From an optimization exercise on the open Yosys and OpenROAD flow, aimed at small area, a short achievable clock period and few clock cycles per item; shortcuts taken in it are not production practice. In this exercise RTL edits were held to simulation tests only and were not proved equivalent to the original. Power figures rest on the tool's default switching activity, not on a simulated workload.

Setup of zinc:
==> flow/design.v (excerpt) <==
module barnsley #(
    parameter FP_WIDTH = 25,
    parameter FP_INT = 5
    ) (
    input  wire clk,
    input  wire reset,
    output wire [19:0] iter_max,
    input  wire iter_change,
    output reg  done,
    output wire complete,
    output wire signed [FP_WIDTH-1:0] xn,
    output reg  signed [FP_WIDTH-1:0] yn
    );
    reg  [13:0] n;           
    reg  [1:0]  lvl;         
    reg         iter_reg;
    always @(posedge clk)
        iter_reg <= iter_change;
    wire iter_button = iter_change & ~iter_reg;
    assign iter_max = (lvl == 2'd0) ? 20'd1000 :
                      (lvl == 2'd1) ? 20'd4000 :
                      (lvl == 2'd2) ? 20'd7000 : 20'd10000;
    assign complete = (n == iter_max[13:0]);
    wire gen = ~complete;
    wire [13:0] n_d = n + {13'd0, gen};
    wire [1:0] lvl_d = (iter_button && lvl != 2'd3) ? lvl + 2'd1 : lvl;
    wire hold = (n_d == ((lvl_d == 2'd0) ? 14'd1000 :
                         (lvl_d == 2'd1) ? 14'd4000 :
                         (lvl_d == 2'd2) ? 14'd7000 : 14'd10000));
    wire [31-1:0] ctl;
    random random_inst(.clk(clk), .reset(reset), .request(gen), .hold(hold), .ctl(ctl));
    reg  [23-1:0] x;
    assign xn = {{2{x[22]}}, x};
    wire [23-1:0] x_nxt;
  ...
Size in the first run: about 140 flip-flops, roughly 75 I/O pins, roughly 0.037 sq mm of cells after synthesis.
==> flow/config.mk <==
export PLATFORM = sky130hd
export DESIGN_NAME = barnsley
export DESIGN_NICKNAME = barnsley
export VERILOG_FILES = /design/flow/design.v
export SDC_FILE = /design/flow/constraint.sdc
export NUM_CORES = 4
export LEC_CHECK = 0
export CAP_MARGIN = 35
export CORE_MARGIN = 2
export CORE_UTILIZATION = 40
export SLEW_MARGIN = 50
export SYNTH_HIERARCHICAL = 1
==> flow/constraint.sdc <==
create_clock -name core_clock -period 15.0 [get_ports {clk}]
set_input_delay 3.0000 -clock core_clock [delete_from_list [all_inputs] [get_ports {clk}]]
set_output_delay 3.0000 -clock core_clock [all_outputs]
set_load 0.01 [all_outputs]
standard.sh (not shown) runs the stock make flow with config.mk's settings and CLKGATE_MAP_FILE= SYNTH_SCRIPT=/design/flow/synth_recipe.tcl, a recipe that flattens the netlist after the stock synthesis.
==> flow/flow/run.sh <==
#!/bin/bash
set -e
cp standard.sh standard.sh.txt
export SETUP_SLACK_MARGIN=9
bash standard.sh > standard.log 2>&1
zinc went all the way through synthesis, placement and routing and the layout is clean on timing, DRC and antenna.
Testbench counts of zinc, summed over its fixed seeds: cycles 80,000, points 80,000.
The inputs of onyx differ from those of zinc as listed below.
# zinc
export LEC_CHECK = 0
export CAP_MARGIN = 35
export CORE_MARGIN = 2
export CORE_UTILIZATION = 40
export SLEW_MARGIN = 50
export SYNTH_HIERARCHICAL = 1
create_clock -name core_clock -period 15.0 [get_ports {clk}]
# onyx
export LEC_CHECK = 0
export CAP_MARGIN = 20
export CORE_MARGIN = 2
export CORE_UTILIZATION = 40
export SLEW_MARGIN = 20
export SYNTH_HIERARCHICAL = 1
create_clock -name core_clock -period 15.0 [get_ports {clk}]
Notes after the runs:
- There was hardly any difference in sequential fraction of total cell area between zinc and onyx.
- Delta (onyx minus zinc): area growth from synthesis to layout shows a reduction of 2.2 points; die area shows no meaningful change; arrival time at the worst endpoint shows an increase of 0.08 ns.
- onyx vs. zinc: non-clock buffer count now smaller, relative area of clock buffers and inverters in the final design comparable, final critical-path required period now larger, proportion of power drawn by combinational gates now smaller, leakage power total now smaller.
- Between zinc and onyx, clock share of power is lower for zinc, onyx comes in above that.
- The setup slack of onyx is smaller than that of zinc.
The following lists how fjord was set up differently from onyx:
# onyx
export LEC_CHECK = 0
export CAP_MARGIN = 20
export CORE_MARGIN = 2
export CORE_UTILIZATION = 40
export SLEW_MARGIN = 20
export SYNTH_HIERARCHICAL = 1
create_clock -name core_clock -period 15.0 [get_ports {clk}]
# fjord
export LEC_CHECK = 0
export CAP_MARGIN = 35
export CORE_MARGIN = 2
export CORE_UTILIZATION = 40
export SLEW_MARGIN = 60
export SYNTH_HIERARCHICAL = 1
create_clock -name core_clock -period 15.0 [get_ports {clk}]
==> flow/run.sh (new file) <==
#!/bin/bash
# synth_recipe.tcl (not shown) runs the flow's synth.tcl, then flattens the netlist and writes it again
# the make line also repeats each setting of config.mk as NAME=value (left out here)
make -C /OpenROAD-flow-scripts/flow DESIGN_CONFIG=/design/flow/config.mk WORK_HOME=/design/flow/orfs CLKGATE_MAP_FILE= SYNTH_SCRIPT=/design/flow/synth_recipe.tcl finish
removed: flow/flow/run.sh
removed: flow/standard.sh
## What came out
- fjord has completed all stages; timing, DRC and antenna checks passed.
- onyx tops out at a higher clock frequency than fjord.
- Final clock period utilization by the worst path: fjord > onyx
- Core utilization: fjord lower than onyx
- As far as total clock buffers created by CTS goes, fjord and onyx are indistinguishable; the numbers are identical.
For quartz, these inputs were changed with respect to fjord:
# fjord
export LEC_CHECK = 0
export CAP_MARGIN = 35
export CORE_MARGIN = 2
export CORE_UTILIZATION = 40
export SLEW_MARGIN = 60
export SYNTH_HIERARCHICAL = 1
create_clock -name core_clock -period 15.0 [get_ports {clk}]
# quartz
export LEC_CHECK = 0
export CAP_MARGIN = 50
export CORE_MARGIN = 2
export CORE_UTILIZATION = 40
export SLEW_MARGIN = 75
export SYNTH_HIERARCHICAL = 1
create_clock -name core_clock -period 15.0 [get_ports {clk}]
==> flow/flow/run.sh (new file) <==
#!/bin/bash
set -e
cp standard.sh standard.sh.txt
export SETUP_SLACK_MARGIN=8
bash standard.sh > standard.log 2>&1
==> flow/standard.sh (new file) <==
#!/bin/bash
# synth_recipe.tcl (not shown) runs the flow's synth.tcl, then flattens the netlist and writes it again
# the make line also repeats each setting of config.mk as NAME=value (left out here)
make -C /OpenROAD-flow-scripts/flow DESIGN_CONFIG=/design/flow/config.mk WORK_HOME=/design/flow/orfs CLKGATE_MAP_FILE= SYNTH_SCRIPT=/design/flow/synth_recipe.tcl "${@:-finish}"
removed: flow/run.sh
### Flow results
Critical path depth in quartz vs fjord: down 2
Overall power of the completed layout: quartz vs fjord down 41 uW
The routed metal-1 wire length number comes out higher for fjord vs quartz.
Re signal arrival time at the worst endpoint: fjord was higher than quartz.
Diff fjord -> quartz: first-iteration DRC count decreased 1.9%; pre-CTS worst setup slack increased 0.33 ns.

-- separate check: timing with driven ports --
How much do the figures lean on ideal ports? The routed layouts below were timed once more, with nothing changed but the port constraints. Step 1 (the two cells are an assumption about what drives the block):
set clk [get_ports {clk}]
set_driving_cell -lib_cell sky130_fd_sc_hd__clkbuf_16 $clk
set_driving_cell -lib_cell sky130_fd_sc_hd__buf_2 [delete_from_list [all_inputs] $clk]
Step 2, shift: input delay + t, output delay - t, t = (earliest + latest rising clock arrival at the registers) / 2. This alone moves slack from input paths to output paths. a / b / c = no drivers / after step 1 / after step 2; a / b = the first two.
run | shift t [ns] | slack for setup (ns) | worst setup path after step 2 | pins driven straight from the clock port
zinc | 0.587 | 8.604 / 8.604 / 8.604 | register to register | 1
onyx | 0.583 | 8.530 / 8.530 / 8.530 | register to register | 1
fjord | 0.559 | 7.465 / 7.465 / 7.465 | register to register | 1
quartz | 0.556 | 8.114 / 8.114 / 8.114 | register to register | 1
After both steps every run listed still meets setup and hold.
